What follows belongs to an exercise in optimizing a design on an open flow for small area and a short achievable clock period; a production flow would make more cautious choices. Only the layout flow was run in this run; the RTL was not checked for function there. Power figures rest on the tool's default switching activity, not on a simulated workload.

### flow/flow/run.sh
#!/bin/bash
# Standard ORFS layout with two changes:
#  - port buffers use the smallest buffer cell (buffer_ports' default pick is clkdlybuf4s50_1);
#  - after synthesis every combinational cell starts at drive strength 1 (flow/downsize.tcl),
#    and timing repair sizes up only what the timing needs.
set -euo pipefail
export BUFFER_PORTS_ARGS="-buffer_cell sky130_fd_sc_hd__buf_1"
export POST_SYNTH_TCL="$(pwd)/flow/downsize.tcl"
bash standard.sh finish > standard_flow.log 2>&1
### flow/config.mk
export PLATFORM = sky130hd
export DESIGN_NAME = PE
export DESIGN_NICKNAME = PE
export VERILOG_FILES = /design/flow/design.v
export SDC_FILE = /design/flow/constraint.sdc
export NUM_CORES = 4
export LEC_CHECK = 0
export CAP_MARGIN = 20
export CORE_MARGIN = 2
export CORE_UTILIZATION = 40
export PLACE_DENSITY = 0.6
export SETUP_SLACK_MARGIN = 3
export SLEW_MARGIN = 20
export SYNTH_HIERARCHICAL = 1
export SYNTH_MINIMUM_KEEP_SIZE = 0
### flow/constraint.sdc
create_clock -name core_clock -period 8.0 [get_ports {clk}]
set_input_delay 1.6000 -clock core_clock [delete_from_list [all_inputs] [get_ports {clk}]]
set_output_delay 1.6000 -clock core_clock [all_outputs]
set_load 0.01 [all_outputs]
### flow/design.v
module PE (
    input  wire               clk,
    input  wire               rst,
    input  wire               en,
    input  wire               mode_residual,
    input  wire signed [15:0] input_data,
    input  wire signed [15:0] weight_data,
    input  wire signed [15:0] residual_data,
    output reg  signed [15:0] output_data,
    output wire               input_sparse,
    output wire               weight_sparse,
    output wire               computation_skipped,
    output reg         [15:0] sparse_count,
    output reg         [15:0] total_count
);
    assign input_sparse  = (input_data[15:4] == 12'h000) |
                           ((input_data[15:4] == 12'hfff) & (input_data[3:0] != 4'h0));
    assign weight_sparse = (weight_data[15:4] == 12'h000) |
                           ((weight_data[15:4] == 12'hfff) & (weight_data[3:0] != 4'h0));
    assign computation_skipped = input_sparse | weight_sparse;
    wire mac = en & ~computation_skipped;
    reg  [15:0] acc_s;
    reg  [15:0] acc_c;
    reg         acc_x;
    wire [16:0] bx = {weight_data, 1'b0};
    wire [16:0] ax = {input_data, 1'b0};
    wire one0 = bx[1] ^ bx[0];
    wire two0 = (bx[2] & ~bx[1] & ~bx[0]) | (~bx[2] & bx[1] & bx[0]);
    wire neg0 = bx[2];
    wire one1 = bx[3] ^ bx[2];
    wire two1 = (bx[4] & ~bx[3] & ~bx[2]) | (~bx[4] & bx[3] & bx[2]);
    wire neg1 = bx[4];
    wire one2 = bx[5] ^ bx[4];
    wire two2 = (bx[6] & ~bx[5] & ~bx[4]) | (~bx[6] & bx[5] & bx[4]);
    wire neg2 = bx[6];
    wire one3 = bx[7] ^ bx[6];
    wire two3 = (bx[8] & ~bx[7] & ~bx[6]) | (~bx[8] & bx[7] & bx[6]);
    wire neg3 = bx[8];
    wire one4 = bx[9] ^ bx[8];
    wire two4 = (bx[10] & ~bx[9] & ~bx[8]) | (~bx[10] & bx[9] & bx[8]);
    wire neg4 = bx[10];
    wire one5 = bx[11] ^ bx[10];
    wire two5 = (bx[12] & ~bx[11] & ~bx[10]) | (~bx[12] & bx[11] & bx[10]);
    wire neg5 = bx[12];
    wire one6 = bx[13] ^ bx[12];
    wire two6 = (bx[14] & ~bx[13] & ~bx[12]) | (~bx[14] & bx[13] & bx[12]);
    wire neg6 = bx[14];
    wire one7 = bx[15] ^ bx[14];
    wire two7 = (bx[16] & ~bx[15] & ~bx[14]) | (~bx[16] & bx[15] & bx[14]);
    wire neg7 = bx[16];
    wire bp_0_0;
    bsel u_bs0_0 (.one(one0), .two(two0), .neg(neg0), .a1(ax[1]), .a0(ax[0]), .p(bp_0_0));
    wire bp_0_1;
    bsel u_bs0_1 (.one(one0), .two(two0), .neg(neg0), .a1(ax[2]), .a0(ax[1]), .p(bp_0_1));
    wire bp_0_2;
    bsel u_bs0_2 (.one(one0), .two(two0), .neg(neg0), .a1(ax[3]), .a0(ax[2]), .p(bp_0_2));
    wire bp_0_3;
    bsel u_bs0_3 (.one(one0), .two(two0), .neg(neg0), .a1(ax[4]), .a0(ax[3]), .p(bp_0_3));
    wire bp_0_4;
    bsel u_bs0_4 (.one(one0), .two(two0), .neg(neg0), .a1(ax[5]), .a0(ax[4]), .p(bp_0_4));
    wire bp_0_5;
    bsel u_bs0_5 (.one(one0), .two(two0), .neg(neg0), .a1(ax[6]), .a0(ax[5]), .p(bp_0_5));
    wire bp_0_6;
    bsel u_bs0_6 (.one(one0), .two(two0), .neg(neg0), .a1(ax[7]), .a0(ax[6]), .p(bp_0_6));
    wire bp_0_7;
    bsel u_bs0_7 (.one(one0), .two(two0), .neg(neg0), .a1(ax[8]), .a0(ax[7]), .p(bp_0_7));
    wire bp_0_8;
    bsel u_bs0_8 (.one(one0), .two(two0), .neg(neg0), .a1(ax[9]), .a0(ax[8]), .p(bp_0_8));
    wire bp_0_9;
    bsel u_bs0_9 (.one(one0), .two(two0), .neg(neg0), .a1(ax[10]), .a0(ax[9]), .p(bp_0_9));
    wire bp_0_10;
    bsel u_bs0_10 (.one(one0), .two(two0), .neg(neg0), .a1(ax[11]), .a0(ax[10]), .p(bp_0_10));
    wire bp_0_11;
    bsel u_bs0_11 (.one(one0), .two(two0), .neg(neg0), .a1(ax[12]), .a0(ax[11]), .p(bp_0_11));
    wire bp_0_12;
    bsel u_bs0_12 (.one(one0), .two(two0), .neg(neg0), .a1(ax[13]), .a0(ax[12]), .p(bp_0_12));
    wire bp_0_13;
    bsel u_bs0_13 (.one(one0), .two(two0), .neg(neg0), .a1(ax[14]), .a0(ax[13]), .p(bp_0_13));
    wire bp_0_14;
    bsel u_bs0_14 (.one(one0), .two(two0), .neg(neg0), .a1(ax[15]), .a0(ax[14]), .p(bp_0_14));
    wire bp_0_15;
    bsel u_bs0_15 (.one(one0), .two(two0), .neg(neg0), .a1(ax[16]), .a0(ax[15]), .p(bp_0_15));
    wire bp_1_0;
    bsel u_bs1_0 (.one(one1), .two(two1), .neg(neg1), .a1(ax[1]), .a0(ax[0]), .p(bp_1_0));
    wire bp_1_1;
    bsel u_bs1_1 (.one(one1), .two(two1), .neg(neg1), .a1(ax[2]), .a0(ax[1]), .p(bp_1_1));
    wire bp_1_2;
    bsel u_bs1_2 (.one(one1), .two(two1), .neg(neg1), .a1(ax[3]), .a0(ax[2]), .p(bp_1_2));
    wire bp_1_3;
    bsel u_bs1_3 (.one(one1), .two(two1), .neg(neg1), .a1(ax[4]), .a0(ax[3]), .p(bp_1_3));
    wire bp_1_4;
    bsel u_bs1_4 (.one(one1), .two(two1), .neg(neg1), .a1(ax[5]), .a0(ax[4]), .p(bp_1_4));
    wire bp_1_5;
    bsel u_bs1_5 (.one(one1), .two(two1), .neg(neg1), .a1(ax[6]), .a0(ax[5]), .p(bp_1_5));
    wire bp_1_6;
    bsel u_bs1_6 (.one(one1), .two(two1), .neg(neg1), .a1(ax[7]), .a0(ax[6]), .p(bp_1_6));
    wire bp_1_7;
    bsel u_bs1_7 (.one(one1), .two(two1), .neg(neg1), .a1(ax[8]), .a0(ax[7]), .p(bp_1_7));
    wire bp_1_8;
    bsel u_bs1_8 (.one(one1), .two(two1), .neg(neg1), .a1(ax[9]), .a0(ax[8]), .p(bp_1_8));
    wire bp_1_9;
    bsel u_bs1_9 (.one(one1), .two(two1), .neg(neg1), .a1(ax[10]), .a0(ax[9]), .p(bp_1_9));
    wire bp_1_10;
    bsel u_bs1_10 (.one(one1), .two(two1), .neg(neg1), .a1(ax[11]), .a0(ax[10]), .p(bp_1_10));
    wire bp_1_11;
    bsel u_bs1_11 (.one(one1), .two(two1), .neg(neg1), .a1(ax[12]), .a0(ax[11]), .p(bp_1_11));
    wire bp_1_12;
    bsel u_bs1_12 (.one(one1), .two(two1), .neg(neg1), .a1(ax[13]), .a0(ax[12]), .p(bp_1_12));
    wire bp_1_13;
    bsel u_bs1_13 (.one(one1), .two(two1), .neg(neg1), .a1(ax[14]), .a0(ax[13]), .p(bp_1_13));
    wire bp_2_0;
    bsel u_bs2_0 (.one(one2), .two(two2), .neg(neg2), .a1(ax[1]), .a0(ax[0]), .p(bp_2_0));
    wire bp_2_1;
    bsel u_bs2_1 (.one(one2), .two(two2), .neg(neg2), .a1(ax[2]), .a0(ax[1]), .p(bp_2_1));
    wire bp_2_2;
    bsel u_bs2_2 (.one(one2), .two(two2), .neg(neg2), .a1(ax[3]), .a0(ax[2]), .p(bp_2_2));
    wire bp_2_3;
    bsel u_bs2_3 (.one(one2), .two(two2), .neg(neg2), .a1(ax[4]), .a0(ax[3]), .p(bp_2_3));
    wire bp_2_4;
    bsel u_bs2_4 (.one(one2), .two(two2), .neg(neg2), .a1(ax[5]), .a0(ax[4]), .p(bp_2_4));
    wire bp_2_5;
    bsel u_bs2_5 (.one(one2), .two(two2), .neg(neg2), .a1(ax[6]), .a0(ax[5]), .p(bp_2_5));
    wire bp_2_6;
    bsel u_bs2_6 (.one(one2), .two(two2), .neg(neg2), .a1(ax[7]), .a0(ax[6]), .p(bp_2_6));
    wire bp_2_7;
    bsel u_bs2_7 (.one(one2), .two(two2), .neg(neg2), .a1(ax[8]), .a0(ax[7]), .p(bp_2_7));
    wire bp_2_8;
    bsel u_bs2_8 (.one(one2), .two(two2), .neg(neg2), .a1(ax[9]), .a0(ax[8]), .p(bp_2_8));
    wire bp_2_9;
    bsel u_bs2_9 (.one(one2), .two(two2), .neg(neg2), .a1(ax[10]), .a0(ax[9]), .p(bp_2_9));
    wire bp_2_10;
    bsel u_bs2_10 (.one(one2), .two(two2), .neg(neg2), .a1(ax[11]), .a0(ax[10]), .p(bp_2_10));
    wire bp_2_11;
    bsel u_bs2_11 (.one(one2), .two(two2), .neg(neg2), .a1(ax[12]), .a0(ax[11]), .p(bp_2_11));
    wire bp_3_0;
    bsel u_bs3_0 (.one(one3), .two(two3), .neg(neg3), .a1(ax[1]), .a0(ax[0]), .p(bp_3_0));
    wire bp_3_1;
    bsel u_bs3_1 (.one(one3), .two(two3), .neg(neg3), .a1(ax[2]), .a0(ax[1]), .p(bp_3_1));
    wire bp_3_2;
    bsel u_bs3_2 (.one(one3), .two(two3), .neg(neg3), .a1(ax[3]), .a0(ax[2]), .p(bp_3_2));
    wire bp_3_3;
    bsel u_bs3_3 (.one(one3), .two(two3), .neg(neg3), .a1(ax[4]), .a0(ax[3]), .p(bp_3_3));
    wire bp_3_4;
    bsel u_bs3_4 (.one(one3), .two(two3), .neg(neg3), .a1(ax[5]), .a0(ax[4]), .p(bp_3_4));
    wire bp_3_5;
    bsel u_bs3_5 (.one(one3), .two(two3), .neg(neg3), .a1(ax[6]), .a0(ax[5]), .p(bp_3_5));
    wire bp_3_6;
    bsel u_bs3_6 (.one(one3), .two(two3), .neg(neg3), .a1(ax[7]), .a0(ax[6]), .p(bp_3_6));
    wire bp_3_7;
    bsel u_bs3_7 (.one(one3), .two(two3), .neg(neg3), .a1(ax[8]), .a0(ax[7]), .p(bp_3_7));
    wire bp_3_8;
    bsel u_bs3_8 (.one(one3), .two(two3), .neg(neg3), .a1(ax[9]), .a0(ax[8]), .p(bp_3_8));
    wire bp_3_9;
    bsel u_bs3_9 (.one(one3), .two(two3), .neg(neg3), .a1(ax[10]), .a0(ax[9]), .p(bp_3_9));
    wire bp_4_0;
    bsel u_bs4_0 (.one(one4), .two(two4), .neg(neg4), .a1(ax[1]), .a0(ax[0]), .p(bp_4_0));
    wire bp_4_1;
    bsel u_bs4_1 (.one(one4), .two(two4), .neg(neg4), .a1(ax[2]), .a0(ax[1]), .p(bp_4_1));
    wire bp_4_2;
    bsel u_bs4_2 (.one(one4), .two(two4), .neg(neg4), .a1(ax[3]), .a0(ax[2]), .p(bp_4_2));
    wire bp_4_3;
    bsel u_bs4_3 (.one(one4), .two(two4), .neg(neg4), .a1(ax[4]), .a0(ax[3]), .p(bp_4_3));
    wire bp_4_4;
    bsel u_bs4_4 (.one(one4), .two(two4), .neg(neg4), .a1(ax[5]), .a0(ax[4]), .p(bp_4_4));
    wire bp_4_5;
    bsel u_bs4_5 (.one(one4), .two(two4), .neg(neg4), .a1(ax[6]), .a0(ax[5]), .p(bp_4_5));
    wire bp_4_6;
    bsel u_bs4_6 (.one(one4), .two(two4), .neg(neg4), .a1(ax[7]), .a0(ax[6]), .p(bp_4_6));
    wire bp_4_7;
    bsel u_bs4_7 (.one(one4), .two(two4), .neg(neg4), .a1(ax[8]), .a0(ax[7]), .p(bp_4_7));
    wire bp_5_0;
    bsel u_bs5_0 (.one(one5), .two(two5), .neg(neg5), .a1(ax[1]), .a0(ax[0]), .p(bp_5_0));
    wire bp_5_1;
    bsel u_bs5_1 (.one(one5), .two(two5), .neg(neg5), .a1(ax[2]), .a0(ax[1]), .p(bp_5_1));
    wire bp_5_2;
    bsel u_bs5_2 (.one(one5), .two(two5), .neg(neg5), .a1(ax[3]), .a0(ax[2]), .p(bp_5_2));
    wire bp_5_3;
    bsel u_bs5_3 (.one(one5), .two(two5), .neg(neg5), .a1(ax[4]), .a0(ax[3]), .p(bp_5_3));
    wire bp_5_4;
    bsel u_bs5_4 (.one(one5), .two(two5), .neg(neg5), .a1(ax[5]), .a0(ax[4]), .p(bp_5_4));
    wire bp_5_5;
    bsel u_bs5_5 (.one(one5), .two(two5), .neg(neg5), .a1(ax[6]), .a0(ax[5]), .p(bp_5_5));
    wire bp_6_0;
    bsel u_bs6_0 (.one(one6), .two(two6), .neg(neg6), .a1(ax[1]), .a0(ax[0]), .p(bp_6_0));
    wire bp_6_1;
    bsel u_bs6_1 (.one(one6), .two(two6), .neg(neg6), .a1(ax[2]), .a0(ax[1]), .p(bp_6_1));
    wire bp_6_2;
    bsel u_bs6_2 (.one(one6), .two(two6), .neg(neg6), .a1(ax[3]), .a0(ax[2]), .p(bp_6_2));
    wire bp_6_3;
    bsel u_bs6_3 (.one(one6), .two(two6), .neg(neg6), .a1(ax[4]), .a0(ax[3]), .p(bp_6_3));
    wire bp_7_0 = one7 & ax[1];
    wire bp_7_1 = ((one7 & ax[2]) | (two7 & ax[1])) ^ (neg7 & one7 & ax[1]);
    wire hs0, hc0;
    ha u_ha0 (.a(acc_c[12]), .b(acc_s[12]), .s(hs0), .co(hc0));
    wire hs1, hc1;
    ha u_ha1 (.a(acc_c[13]), .b(acc_s[13]), .s(hs1), .co(hc1));
    wire fs0, fc0;
    fa u_fa0 (.a(acc_c[14]), .b(acc_s[14]), .c(bp_0_14), .s(fs0), .co(fc0));
    wire hs2, hc2;
    ha u_ha2 (.a(acc_c[4]), .b(acc_s[4]), .s(hs2), .co(hc2));
    wire hs3, hc3;
    ha u_ha3 (.a(acc_c[6]), .b(acc_s[6]), .s(hs3), .co(hc3));
    wire hs4, hc4;
    ha u_ha4 (.a(acc_c[7]), .b(acc_s[7]), .s(hs4), .co(hc4));
    wire fs1, fc1;
    fa u_fa1 (.a(acc_c[8]), .b(acc_s[8]), .c(neg4), .s(fs1), .co(fc1));
    wire hs5, hc5;
    ha u_ha5 (.a(bp_0_8), .b(bp_1_6), .s(hs5), .co(hc5));
    wire fs2, fc2;
    fa u_fa2 (.a(acc_c[9]), .b(acc_s[9]), .c(bp_0_9), .s(fs2), .co(fc2));
    wire hs6, hc6;
    ha u_ha6 (.a(bp_1_7), .b(bp_2_5), .s(hs6), .co(hc6));
    wire fs3, fc3;
    fa u_fa3 (.a(acc_c[10]), .b(acc_s[10]), .c(neg5), .s(fs3), .co(fc3));
    wire fs4, fc4;
    fa u_fa4 (.a(bp_0_10), .b(bp_1_8), .c(bp_2_6), .s(fs4), .co(fc4));
    wire hs7, hc7;
    ha u_ha7 (.a(bp_3_4), .b(bp_4_2), .s(hs7), .co(hc7));
    wire fs5, fc5;
    fa u_fa5 (.a(acc_c[11]), .b(acc_s[11]), .c(bp_0_11), .s(fs5), .co(fc5));
    wire fs6, fc6;
    fa u_fa6 (.a(bp_1_9), .b(bp_2_7), .c(bp_3_5), .s(fs6), .co(fc6));
    wire hs8, hc8;
    ha u_ha8 (.a(bp_4_3), .b(bp_5_1), .s(hs8), .co(hc8));
    wire fs7, fc7;
    fa u_fa7 (.a(hs0), .b(neg6), .c(bp_0_12), .s(fs7), .co(fc7));
    wire fs8, fc8;
    fa u_fa8 (.a(bp_1_10), .b(bp_2_8), .c(bp_3_6), .s(fs8), .co(fc8));
    wire fs9, fc9;
    fa u_fa9 (.a(bp_4_4), .b(bp_5_2), .c(bp_6_0), .s(fs9), .co(fc9));
    wire fs10, fc10;
    fa u_fa10 (.a(hc0), .b(hs1), .c(bp_0_13), .s(fs10), .co(fc10));
    wire fs11, fc11;
    fa u_fa11 (.a(bp_1_11), .b(bp_2_9), .c(bp_3_7), .s(fs11), .co(fc11));
    wire fs12, fc12;
    fa u_fa12 (.a(bp_4_5), .b(bp_5_3), .c(bp_6_1), .s(fs12), .co(fc12));
    wire fs13, fc13;
    fa u_fa13 (.a(hc1), .b(bp_1_12), .c(bp_2_10), .s(fs13), .co(fc13));
    wire fs14, fc14;
    fa u_fa14 (.a(bp_3_8), .b(bp_4_6), .c(bp_5_4), .s(fs14), .co(fc14));
    wire fs15, fc15;
    fa u_fa15 (.a(bp_6_2), .b(bp_7_0), .c(fs0), .s(fs15), .co(fc15));
    wire fs16, fc16;
    fa u_fa16 (.a(acc_x), .b(hs2), .c(neg2), .s(fs16), .co(fc16));
    wire fs17, fc17;
    fa u_fa17 (.a(acc_c[5]), .b(acc_s[5]), .c(hc2), .s(fs17), .co(fc17));
    wire hs9, hc9;
    ha u_ha9 (.a(bp_0_5), .b(bp_1_3), .s(hs9), .co(hc9));
    wire fs18, fc18;
    fa u_fa18 (.a(hs3), .b(neg3), .c(bp_0_6), .s(fs18), .co(fc18));
    wire fs19, fc19;
    fa u_fa19 (.a(bp_1_4), .b(bp_2_2), .c(bp_3_0), .s(fs19), .co(fc19));
    wire fs20, fc20;
    fa u_fa20 (.a(hc3), .b(hs4), .c(bp_0_7), .s(fs20), .co(fc20));
    wire fs21, fc21;
    fa u_fa21 (.a(bp_1_5), .b(bp_2_3), .c(bp_3_1), .s(fs21), .co(fc21));
    wire fs22, fc22;
    fa u_fa22 (.a(hc4), .b(bp_2_4), .c(bp_3_2), .s(fs22), .co(fc22));
    wire fs23, fc23;
    fa u_fa23 (.a(bp_4_0), .b(fs1), .c(hs5), .s(fs23), .co(fc23));
    wire fs24, fc24;
    fa u_fa24 (.a(bp_3_3), .b(bp_4_1), .c(fc1), .s(fs24), .co(fc24));
    wire fs25, fc25;
    fa u_fa25 (.a(hc5), .b(hs6), .c(fs2), .s(fs25), .co(fc25));
    wire fs26, fc26;
    fa u_fa26 (.a(bp_5_0), .b(fs3), .c(hc6), .s(fs26), .co(fc26));
    wire fs27, fc27;
    fa u_fa27 (.a(hs7), .b(fc2), .c(fs4), .s(fs27), .co(fc27));
    wire fs28, fc28;
    fa u_fa28 (.a(fc3), .b(hc7), .c(hs8), .s(fs28), .co(fc28));
    wire fs29, fc29;
    fa u_fa29 (.a(fc4), .b(fs5), .c(fs6), .s(fs29), .co(fc29));
    wire fs30, fc30;
    fa u_fa30 (.a(hc8), .b(fc5), .c(fc6), .s(fs30), .co(fc30));
    wire fs31, fc31;
    fa u_fa31 (.a(fs7), .b(fs8), .c(fs9), .s(fs31), .co(fc31));
    wire fs32, fc32;
    fa u_fa32 (.a(fc7), .b(fc8), .c(fc9), .s(fs32), .co(fc32));
    wire fs33, fc33;
    fa u_fa33 (.a(fs10), .b(fs11), .c(fs12), .s(fs33), .co(fc33));
    wire fs34, fc34;
    fa u_fa34 (.a(fc10), .b(fc11), .c(fc12), .s(fs34), .co(fc34));
    wire fs35, fc35;
    fa u_fa35 (.a(fs13), .b(fs14), .c(fs15), .s(fs35), .co(fc35));
    wire hs10, hc10;
    ha u_ha10 (.a(acc_s[2]), .b(neg1), .s(hs10), .co(hc10));
    wire hs11, hc11;
    ha u_ha11 (.a(acc_s[3]), .b(bp_0_3), .s(hs11), .co(hc11));
    wire fs36, fc36;
    fa u_fa36 (.a(bp_0_4), .b(bp_1_2), .c(bp_2_0), .s(fs36), .co(fc36));
    wire fs37, fc37;
    fa u_fa37 (.a(fs17), .b(bp_2_1), .c(fc16), .s(fs37), .co(fc37));
    wire fs38, fc38;
    fa u_fa38 (.a(fc17), .b(hc9), .c(fs18), .s(fs38), .co(fc38));
    wire fs39, fc39;
    fa u_fa39 (.a(fc18), .b(fc19), .c(fs20), .s(fs39), .co(fc39));
    wire fs40, fc40;
    fa u_fa40 (.a(fc20), .b(fc21), .c(fs22), .s(fs40), .co(fc40));
    wire fs41, fc41;
    fa u_fa41 (.a(fc22), .b(fs24), .c(fc23), .s(fs41), .co(fc41));
    wire fs42, fc42;
    fa u_fa42 (.a(fc24), .b(fs26), .c(fc25), .s(fs42), .co(fc42));
    wire fs43, fc43;
    fa u_fa43 (.a(fc26), .b(fs28), .c(fc27), .s(fs43), .co(fc43));
    wire fs44, fc44;
    fa u_fa44 (.a(fc28), .b(fc29), .c(fs30), .s(fs44), .co(fc44));
    wire fs45, fc45;
    fa u_fa45 (.a(fc30), .b(fc31), .c(fs32), .s(fs45), .co(fc45));
    wire fs46, fc46;
    fa u_fa46 (.a(fc32), .b(fc33), .c(fs34), .s(fs46), .co(fc46));
    wire hs12, hc12;
    ha u_ha12 (.a(acc_s[0]), .b(neg0), .s(hs12), .co(hc12));
    wire hs13, hc13;
    ha u_ha13 (.a(acc_s[1]), .b(bp_0_1), .s(hs13), .co(hc13));
    wire fs47, fc47;
    fa u_fa47 (.a(bp_0_2), .b(bp_1_0), .c(hs10), .s(fs47), .co(fc47));
    wire fs48, fc48;
    fa u_fa48 (.a(bp_1_1), .b(hc10), .c(hs11), .s(fs48), .co(fc48));
    wire fs49, fc49;
    fa u_fa49 (.a(fs16), .b(hc11), .c(fs36), .s(fs49), .co(fc49));
    wire fs50, fc50;
    fa u_fa50 (.a(hs9), .b(fc36), .c(fs37), .s(fs50), .co(fc50));
    wire fs51, fc51;
    fa u_fa51 (.a(fs19), .b(fc37), .c(fs38), .s(fs51), .co(fc51));
    wire fs52, fc52;
    fa u_fa52 (.a(fs21), .b(fc38), .c(fs39), .s(fs52), .co(fc52));
    wire fs53, fc53;
    fa u_fa53 (.a(fs23), .b(fc39), .c(fs40), .s(fs53), .co(fc53));
    wire fs54, fc54;
    fa u_fa54 (.a(fc40), .b(fs25), .c(fs41), .s(fs54), .co(fc54));
    wire fs55, fc55;
    fa u_fa55 (.a(fs27), .b(fc41), .c(fs42), .s(fs55), .co(fc55));
    wire fs56, fc56;
    fa u_fa56 (.a(fs29), .b(fc42), .c(fs43), .s(fs56), .co(fc56));
    wire fs57, fc57;
    fa u_fa57 (.a(fs31), .b(fc43), .c(fs44), .s(fs57), .co(fc57));
    wire fs58, fc58;
    fa u_fa58 (.a(fs33), .b(fc44), .c(fs45), .s(fs58), .co(fc58));
    wire fs59, fc59;
    fa u_fa59 (.a(fc45), .b(fs46), .c(fs35), .s(fs59), .co(fc59));
    wire xs0;
    xo2 u_xo0 (.a(acc_s[15]), .b(bp_0_15), .y(xs0));
    wire xs1;
    xo2 u_xo1 (.a(bp_1_13), .b(bp_2_11), .y(xs1));
    wire xs2;
    xo2 u_xo2 (.a(bp_3_9), .b(bp_4_7), .y(xs2));
    wire xs3;
    xo2 u_xo3 (.a(bp_5_5), .b(bp_6_3), .y(xs3));
    wire xs4;
    xo2 u_xo4 (.a(bp_7_1), .b(xs0), .y(xs4));
    wire xs5;
    xo2 u_xo5 (.a(xs1), .b(xs2), .y(xs5));
    wire xs6;
    xo2 u_xo6 (.a(xs3), .b(fc0), .y(xs6));
    wire xs7;
    xo2 u_xo7 (.a(fc13), .b(fc14), .y(xs7));
    wire xs8;
    xo2 u_xo8 (.a(xs4), .b(xs5), .y(xs8));
    wire xs9;
    xo2 u_xo9 (.a(xs6), .b(xs7), .y(xs9));
    wire xs10;
    xo2 u_xo10 (.a(xs8), .b(fc34), .y(xs10));
    wire xs11;
    xo2 u_xo11 (.a(xs9), .b(fc15), .y(xs11));
    wire xs12;
    xo2 u_xo12 (.a(xs10), .b(xs11), .y(xs12));
    wire xs13;
    xo2 u_xo13 (.a(fc46), .b(xs12), .y(xs13));
    wire xs14;
    xo2 u_xo14 (.a(fc35), .b(xs13), .y(xs14));
    wire xs15;
    xo2 u_xo15 (.a(xs14), .b(fc59), .y(xs15));
    wire hs14, hc14;
    ha u_ha14 (.a(bp_0_0), .b(hs12), .s(hs14), .co(hc14));
    wire fs60, fc60;
    fa u_fa60 (.a(hc12), .b(hs13), .c(hc14), .s(fs60), .co(fc60));
    wire fs61, fc61;
    fa u_fa61 (.a(hc13), .b(fs47), .c(fc60), .s(fs61), .co(fc61));
    wire fs62, fc62;
    fa u_fa62 (.a(fc47), .b(fs48), .c(fc61), .s(fs62), .co(fc62));
    wire [15:0] row0 = {xs15, fc58, fc57, fc56, fc55, fc54, fc53, fc52, fc51, fc50, fc49, fc48, fs62, fs61, fs60, hs14};
    wire [15:0] row1 = {1'b0, fs59, fs58, fs57, fs56, fs55, fs54, fs53, fs52, fs51, fs50, fs49, 1'b0, 1'b0, 1'b0, 1'b0};
    wire        rowx = fc62;    
    wire [15:0] res_g = residual_data & {16{mode_residual}};
    wire hs15, hc15;
    ha u_ha15 (.a(acc_c[4]), .b(acc_s[4]), .s(hs15), .co(hc15));
    wire hs16, hc16;
    ha u_ha16 (.a(acc_c[5]), .b(acc_s[5]), .s(hs16), .co(hc16));
    wire hs17, hc17;
    ha u_ha17 (.a(acc_c[6]), .b(acc_s[6]), .s(hs17), .co(hc17));
    wire hs18, hc18;
    ha u_ha18 (.a(acc_c[7]), .b(acc_s[7]), .s(hs18), .co(hc18));
    wire hs19, hc19;
    ha u_ha19 (.a(acc_c[8]), .b(acc_s[8]), .s(hs19), .co(hc19));
    wire hs20, hc20;
    ha u_ha20 (.a(acc_c[9]), .b(acc_s[9]), .s(hs20), .co(hc20));
    wire hs21, hc21;
    ha u_ha21 (.a(acc_c[10]), .b(acc_s[10]), .s(hs21), .co(hc21));
    wire hs22, hc22;
    ha u_ha22 (.a(acc_c[11]), .b(acc_s[11]), .s(hs22), .co(hc22));
    wire hs23, hc23;
    ha u_ha23 (.a(acc_c[12]), .b(acc_s[12]), .s(hs23), .co(hc23));
    wire hs24, hc24;
    ha u_ha24 (.a(acc_c[13]), .b(acc_s[13]), .s(hs24), .co(hc24));
    wire hs25, hc25;
    ha u_ha25 (.a(acc_c[14]), .b(acc_s[14]), .s(hs25), .co(hc25));
    wire hs26, hc26;
    ha u_ha26 (.a(acc_x), .b(hs15), .s(hs26), .co(hc26));
    wire fs63, fc63;
    fa u_fa63 (.a(hc15), .b(hs16), .c(res_g[5]), .s(fs63), .co(fc63));
    wire fs64, fc64;
    fa u_fa64 (.a(hc16), .b(hs17), .c(res_g[6]), .s(fs64), .co(fc64));
    wire fs65, fc65;
    fa u_fa65 (.a(hc17), .b(hs18), .c(res_g[7]), .s(fs65), .co(fc65));
    wire fs66, fc66;
    fa u_fa66 (.a(hc18), .b(hs19), .c(res_g[8]), .s(fs66), .co(fc66));
    wire fs67, fc67;
    fa u_fa67 (.a(hc19), .b(hs20), .c(res_g[9]), .s(fs67), .co(fc67));
    wire fs68, fc68;
    fa u_fa68 (.a(hc20), .b(hs21), .c(res_g[10]), .s(fs68), .co(fc68));
    wire fs69, fc69;
    fa u_fa69 (.a(hc21), .b(hs22), .c(res_g[11]), .s(fs69), .co(fc69));
    wire fs70, fc70;
    fa u_fa70 (.a(hc22), .b(hs23), .c(res_g[12]), .s(fs70), .co(fc70));
    wire fs71, fc71;
    fa u_fa71 (.a(hc23), .b(hs24), .c(res_g[13]), .s(fs71), .co(fc71));
    wire fs72, fc72;
    fa u_fa72 (.a(hc24), .b(hs25), .c(res_g[14]), .s(fs72), .co(fc72));
    wire xs16;
    xo2 u_xo16 (.a(acc_s[15]), .b(hc25), .y(xs16));
    wire xs17;
    xo2 u_xo17 (.a(res_g[15]), .b(xs16), .y(xs17));
    wire xs18;
    xo2 u_xo18 (.a(xs17), .b(fc72), .y(xs18));
    wire [15:0] out0 = {xs18, fc71, fc70, fc69, fc68, fc67, fc66, fc65, fc64, fc63, hc26, res_g[4], acc_s[3], acc_s[2], acc_s[1], acc_s[0]};
    wire [15:0] out1 = {1'b0, fs72, fs71, fs70, fs69, fs68, fs67, fs66, fs65, fs64, fs63, hs26, res_g[3], res_g[2], res_g[1], res_g[0]};
    wire [15:0] out_nx = out0 + out1;
    wire [15:0] acc_s_d, acc_c_d, out_d;
    mx2 u_ms0 (.s(mac), .a1(row0[0]), .a0(acc_s[0]), .y(acc_s_d[0]));
    mx2 u_ms1 (.s(mac), .a1(row0[1]), .a0(acc_s[1]), .y(acc_s_d[1]));
    mx2 u_ms2 (.s(mac), .a1(row0[2]), .a0(acc_s[2]), .y(acc_s_d[2]));
    mx2 u_ms3 (.s(mac), .a1(row0[3]), .a0(acc_s[3]), .y(acc_s_d[3]));
    mx2 u_ms4 (.s(mac), .a1(row0[4]), .a0(acc_s[4]), .y(acc_s_d[4]));
    mx2 u_ms5 (.s(mac), .a1(row0[5]), .a0(acc_s[5]), .y(acc_s_d[5]));
    mx2 u_ms6 (.s(mac), .a1(row0[6]), .a0(acc_s[6]), .y(acc_s_d[6]));
    mx2 u_ms7 (.s(mac), .a1(row0[7]), .a0(acc_s[7]), .y(acc_s_d[7]));
    mx2 u_ms8 (.s(mac), .a1(row0[8]), .a0(acc_s[8]), .y(acc_s_d[8]));
    mx2 u_ms9 (.s(mac), .a1(row0[9]), .a0(acc_s[9]), .y(acc_s_d[9]));
    mx2 u_ms10 (.s(mac), .a1(row0[10]), .a0(acc_s[10]), .y(acc_s_d[10]));
    mx2 u_ms11 (.s(mac), .a1(row0[11]), .a0(acc_s[11]), .y(acc_s_d[11]));
    mx2 u_ms12 (.s(mac), .a1(row0[12]), .a0(acc_s[12]), .y(acc_s_d[12]));
    mx2 u_ms13 (.s(mac), .a1(row0[13]), .a0(acc_s[13]), .y(acc_s_d[13]));
    mx2 u_ms14 (.s(mac), .a1(row0[14]), .a0(acc_s[14]), .y(acc_s_d[14]));
    mx2 u_ms15 (.s(mac), .a1(row0[15]), .a0(acc_s[15]), .y(acc_s_d[15]));
    mx2 u_mc4 (.s(mac), .a1(row1[4]), .a0(acc_c[4]), .y(acc_c_d[4]));
    mx2 u_mc5 (.s(mac), .a1(row1[5]), .a0(acc_c[5]), .y(acc_c_d[5]));
    mx2 u_mc6 (.s(mac), .a1(row1[6]), .a0(acc_c[6]), .y(acc_c_d[6]));
    mx2 u_mc7 (.s(mac), .a1(row1[7]), .a0(acc_c[7]), .y(acc_c_d[7]));
    mx2 u_mc8 (.s(mac), .a1(row1[8]), .a0(acc_c[8]), .y(acc_c_d[8]));
    mx2 u_mc9 (.s(mac), .a1(row1[9]), .a0(acc_c[9]), .y(acc_c_d[9]));
    mx2 u_mc10 (.s(mac), .a1(row1[10]), .a0(acc_c[10]), .y(acc_c_d[10]));
    mx2 u_mc11 (.s(mac), .a1(row1[11]), .a0(acc_c[11]), .y(acc_c_d[11]));
    mx2 u_mc12 (.s(mac), .a1(row1[12]), .a0(acc_c[12]), .y(acc_c_d[12]));
    mx2 u_mc13 (.s(mac), .a1(row1[13]), .a0(acc_c[13]), .y(acc_c_d[13]));
    mx2 u_mc14 (.s(mac), .a1(row1[14]), .a0(acc_c[14]), .y(acc_c_d[14]));
    wire acc_x_d;
    mx2 u_mx (.s(mac), .a1(rowx), .a0(acc_x), .y(acc_x_d));
    mx2 u_mo0 (.s(en), .a1(out_nx[0]), .a0(output_data[0]), .y(out_d[0]));
    mx2 u_mo1 (.s(en), .a1(out_nx[1]), .a0(output_data[1]), .y(out_d[1]));
    mx2 u_mo2 (.s(en), .a1(out_nx[2]), .a0(output_data[2]), .y(out_d[2]));
    mx2 u_mo3 (.s(en), .a1(out_nx[3]), .a0(output_data[3]), .y(out_d[3]));
    mx2 u_mo4 (.s(en), .a1(out_nx[4]), .a0(output_data[4]), .y(out_d[4]));
    mx2 u_mo5 (.s(en), .a1(out_nx[5]), .a0(output_data[5]), .y(out_d[5]));
    mx2 u_mo6 (.s(en), .a1(out_nx[6]), .a0(output_data[6]), .y(out_d[6]));
    mx2 u_mo7 (.s(en), .a1(out_nx[7]), .a0(output_data[7]), .y(out_d[7]));
    mx2 u_mo8 (.s(en), .a1(out_nx[8]), .a0(output_data[8]), .y(out_d[8]));
    mx2 u_mo9 (.s(en), .a1(out_nx[9]), .a0(output_data[9]), .y(out_d[9]));
    mx2 u_mo10 (.s(en), .a1(out_nx[10]), .a0(output_data[10]), .y(out_d[10]));
    mx2 u_mo11 (.s(en), .a1(out_nx[11]), .a0(output_data[11]), .y(out_d[11]));
    mx2 u_mo12 (.s(en), .a1(out_nx[12]), .a0(output_data[12]), .y(out_d[12]));
    mx2 u_mo13 (.s(en), .a1(out_nx[13]), .a0(output_data[13]), .y(out_d[13]));
    mx2 u_mo14 (.s(en), .a1(out_nx[14]), .a0(output_data[14]), .y(out_d[14]));
    mx2 u_mo15 (.s(en), .a1(out_nx[15]), .a0(output_data[15]), .y(out_d[15]));
    always @(posedge clk or posedge rst) begin
        if (rst) begin
            acc_s <= 16'd0;
            acc_c <= 16'd0;
            acc_x <= 1'b0;
            output_data <= 16'd0;
            sparse_count <= 16'd0;
            total_count <= 16'd0;
        end else begin
            total_count  <= total_count + {15'd0, en};
            sparse_count <= sparse_count + {15'd0, en & computation_skipped};
            acc_s <= acc_s_d;
            acc_c[4] <= acc_c_d[4];
            acc_c[5] <= acc_c_d[5];
            acc_c[6] <= acc_c_d[6];
            acc_c[7] <= acc_c_d[7];
            acc_c[8] <= acc_c_d[8];
            acc_c[9] <= acc_c_d[9];
            acc_c[10] <= acc_c_d[10];
            acc_c[11] <= acc_c_d[11];
            acc_c[12] <= acc_c_d[12];
            acc_c[13] <= acc_c_d[13];
            acc_c[14] <= acc_c_d[14];
            acc_x <= acc_x_d;
            output_data <= out_d;
        end
    end
endmodule
module fa (input wire a, input wire b, input wire c, output wire s, output wire co);
    assign s = a ^ b ^ c;
    assign co = (a & b) | (a & c) | (b & c);
endmodule
module ha (input wire a, input wire b, output wire s, output wire co);
    assign s = a ^ b;
    assign co = a & b;
endmodule
module xo2 (input wire a, input wire b, output wire y);
    assign y = a ^ b;
endmodule
module bsel (input wire one, input wire two, input wire neg, input wire a1, input wire a0, output wire p);
    assign p = ((one & a1) | (two & a0)) ^ neg;
endmodule
module mx2 (input wire s, input wire a1, input wire a0, output wire y);
    assign y = s ? a1 : a0;
endmodule
### flow/flow/downsize.tcl
# Sourced after the synthesized netlist is loaded (POST_SYNTH_TCL): set every
# combinational cell to its smallest (_1) drive strength; the later timing repair
# sizes up the cells that need it. Flip-flops are left as synthesis made them.
set db [ord::get_db]
set n 0
foreach inst [[ord::get_db_block] getInsts] {
  set m [[$inst getMaster] getName]
  if {[regexp {^(sky130_fd_sc_hd__[a-z0-9]+)_([0-9]+)$} $m -> base d]} {
    if {[string match "*__df*" $base] || [string match "*__dl*" $base] || [string match "*__sdf*" $base]} { continue }
    if {$d > 1} {
      set nm [$db findMaster ${base}_1]
      if {$nm ne "NULL" && $nm ne ""} { $inst swapMaster $nm; incr n }
    }
  }
}
puts "downsize.tcl: set $n cells to drive strength 1"
### flow/standard.sh
#!/bin/bash
# synth_recipe.tcl (not shown) runs the flow's synth.tcl, then flattens the netlist and writes it again
# the make line also repeats each setting of config.mk as NAME=value (left out here)
make -C /OpenROAD-flow-scripts/flow DESIGN_CONFIG=/design/flow/config.mk WORK_HOME=/design/flow/orfs CLKGATE_MAP_FILE= SYNTH_SCRIPT=/design/flow/synth_recipe.tcl "${@:-finish}"
==> out/metrics.csv <==
stage;metric;value;unit
die;Cell Rows;48;
power_and_ir_drop;Sequential Power Share;18.2;%
die;I/O Pins;103;
placement;GPL Wtd Cong;0.9028;
cts;# clock sinks;76;
worst_setup_path;Largest stage delay, worst path;0.67;ns
outcome;outcome;no timing/DRC/antenna violations;
timing;Max Clock Freq;0.2040;GHz
global_route;GRT overflow;0;
global_route;busiest grt layer;met2;
worst_setup_path;worst path required time;6.40;ns
timing;max-slew violations;0;
timing;Final Hold Violating Endpoints;0;
cells_and_area;Post-Layout Inst Area;8471;um^2
die;Initial Util;41.11;%
global_route;largest net degree at the start of global routing;77;
worst_setup_path;crit-path cells;buf_1 -> nor4_1 -> nor4_1 -> a31oi_2 -> nand2_1 -> buf_1;
power_and_ir_drop;clock share of power;11.0;%
power_and_ir_drop;Power per Cell Area;436.7;nW/um^2
cells_and_area;Storage cell area;1902;um^2
global_route;vias in the first global route;5659;
worst_setup_path;Critical Path Start Type;input pin;
routing;Iter 0 DRT Violations;419;
timing;RSZ-0062 raised after global routing;true;
routing;Routed WL per cell;17.58;um
hold_path;Worst Hold Class;reg -> reg;
worst_setup_path;kind of cell adding the most delay to the critical path;buffers and inverters;
routing;Initial DRT Pass Iterations;5;
cells_and_area;Layout fillers;1616;
worst_setup_path;CP Capture Type;output pin;
worst_setup_path;Slowest-stage cell, CP;buf_1;
die;Die Span X;137.8;um
routing;ANT nets after route;0;
routing;post-DR vias/cell;5.382;
cts;CTS tree;yes;
power_and_ir_drop;maximum vdd drop;0.0001816;V
cts;CTS max path bufs;2;
yosys;post-synthesis instance total;627;
global_route;initial antenna violation count;0;
worst_setup_path;crit path DAT;3.30;ns
yosys;Synth Cell Area;7159;um^2
placement;DP Worst Slack;2.016;ns
worst_setup_path;WP buf/inv;2;
worst_setup_path;Crit Path Max Fanout;18;
cells_and_area;Ant. Diodes;0;
timing;final hold slack;0.4745;ns
die;Die Area;18980;um^2
global_route;first-pass GRT wire length;28470;um
routing;final wirelength;17470;um
timing;min cycle time layout;4.902;ns
routing;DR vias;5350;
placement;cell total after placement;964;
timing;fin crit share;61.27;%
power_and_ir_drop;sw power;1.630;mW
flow_run;Max-Cap Viols;0;
placement;hpwl dp;13420;um
placement;# port buffers;102;
routing;Post-route DRC;0;
power_and_ir_drop;Int Power;2.069;mW
global_route;met3 track demand over resource;2.208;%
cts;clock latency (worst-skew pair);0.33;ns
power_and_ir_drop;Comb pwr share;70.9;%
cells_and_area;area of the multi-input gates;5361;um^2
worst_setup_path;CP Class;in -> out;
timing;Slew headroom;35.64;%
cells_and_area;Non-Filler Instances;994;
global_route;GRT Resource Usage Total;19.29;%
cts;CTS buffer count;9;
timing;Tightest Pin Transition;0.9654;ns
yosys;Mapped Avg Cell Area;11.42;um^2
die;Vert. Die Dim;137.8;um
cells_and_area;Finished Core Util;48.64;%
timing;Final setup violation count;0;
timing;TNS Setup;0;ns
power_and_ir_drop;switch share;44.07;%
power_and_ir_drop;Design Power;3.699;mW
yosys;synth warn;7;
global_route;GR met2 Demand/Resource;33.31;%
cells_and_area;layout cells sized above 1;7.542;%
placement;DP Area;7893;um^2
cells_and_area;nets@finish;936;
cells_and_area;Area Overhead vs Synth;18.32;%
cts;Clk pin slew, worst setup/hold paths;0.05;ns
timing;Setup Skew;0.006640;ns
cts;htree depth;3;
power_and_ir_drop;Static Leak;3.516;nW
cts;root buffer cell;clkbuf_16;
die;core box area;17420;um^2
global_route;met1 global-route usage;25.57;%
timing;final worst setup slack;3.098;ns
-- power by group through the flow --
stage / clock, mW / combinational, mW / sequential, mW
floorplan: 0 / 2.01 / 0.671
global placement: 0 / 2.51 / 0.674
detailed placement: 0 / 2.61 / 0.681
CTS: 0.417 / 2.65 / 0.675
global route: 0.436 / 3.04 / 0.698
finish: 0.406 / 2.62 / 0.672
-- layer usage --
metal	routed length [um]	vias to the layer above
met1	7996	2651
li1	-	2524
met5	0	-
met4	205	0
met3	770	19
met2	8497	156
-- flip-flops by register name, summed over array words and instances (netlist names) --
signal	flops
acc_s	16
output_data	16
sparse_count	16
total_count	16
acc_c	11
acc_x	1
-- cells in the final DEF, fill, tap and decap left out, types with 3 or more instances in the layout --
cell type,instances
xnor2_2,3
dfrtp_1,76
o21ai_4,3
clkbuf_16,9
nand2b_1,3
and2_1,20
and3_1,9
nand4_1,10
nor2_1,19
buf_1,96
a22oi_1,70
inv_1,9
xnor2_1,96
a21oi_1,9
conb_1,7
fa_1,74
a31oi_1,3
buf_4,18
nand3_1,14
mux2_1,44
nor4_1,10
o21a_1,3
nand2_1,26
xor2_1,33
a21o_1,4
buf_2,3
o21ai_0,6
ha_1,46
-- what timing repair did --
item	4_1_cts	5_1_grt
hold buffers	0	0
setup endpoints to repair	14	8
pin swaps	1	6
cloned	0	0
gates resized for setup	25	16
setup buffers	4	10
-- worst register-to-register path, stage by stage, from the launching register on --
cell,delay (ns)
dfrtp_1,0.41
ha_1,0.35
fa_1,0.50
fa_1,0.46
fa_1,0.49
fa_1,0.42
xor2_1,0.17
mux2_1,0.29
-- final timing paths --
path | startpoint | end | slack (ns) | cells past startpoint
min reg2reg | sparse_count[15]$_DFF_PP0_ | sparse_count[15]$_DFF_PP0_ | 0.47 | 1
max | input_data[0] | computation_skipped | 3.10 | 6
max in group asynchronous | rst | total_count[0]$_DFF_PP0_ | 5.83 | 3
min in group asynchronous | rst | acc_c[12]$_DFF_PP0_ | 1.52 | 3
min | sparse_count[15]$_DFF_PP0_ | sparse_count[15]$_DFF_PP0_ | 0.47 | 1
max reg2reg | acc_c[13]$_DFF_PP0_ | acc_s[15]$_DFF_PP0_ | 4.80 | 7
-- area by class of cell --
type	count	share of cell area (%)
multi-input combinational	543	63.29
sequential	76	22.45
timing repair buffer	124	6.898
tap	225	3.323
clock buffer	11	2.866
clock inverter	5	0.7090
inverter	10	0.4579

-- static timing again, ports no longer ideal --
How much do the figures lean on ideal ports? The routed layout below was timed once more, with nothing changed but the port constraints. Step 1 sets driving cells, clkbuf_16 on the clock port and buf_2 on the other inputs (assumed; they add their load-dependent delay and slew). Step 2 moves the port delays by t, midway between the first and last clock arrival at a register: inputs arrive t later, outputs are due t later. That takes back most of the time a late clock gives input paths. a / b / c = ideal / step 1 / step 2; a / b = the first two.
shift t [ns]: 0.365
setup WS [ns]: 3.098 / 3.071 / 2.753
hold slack, ns: 0.474 / 0.474 / 0.474
worst setup path at the end: input to register
latest minus earliest clock arrival (ns): 0.008 / 0.008
After both steps this run still meets setup and hold. For this run, drivers alone change the setup slack by -0.027 ns; drivers and shift together by -0.345 ns.
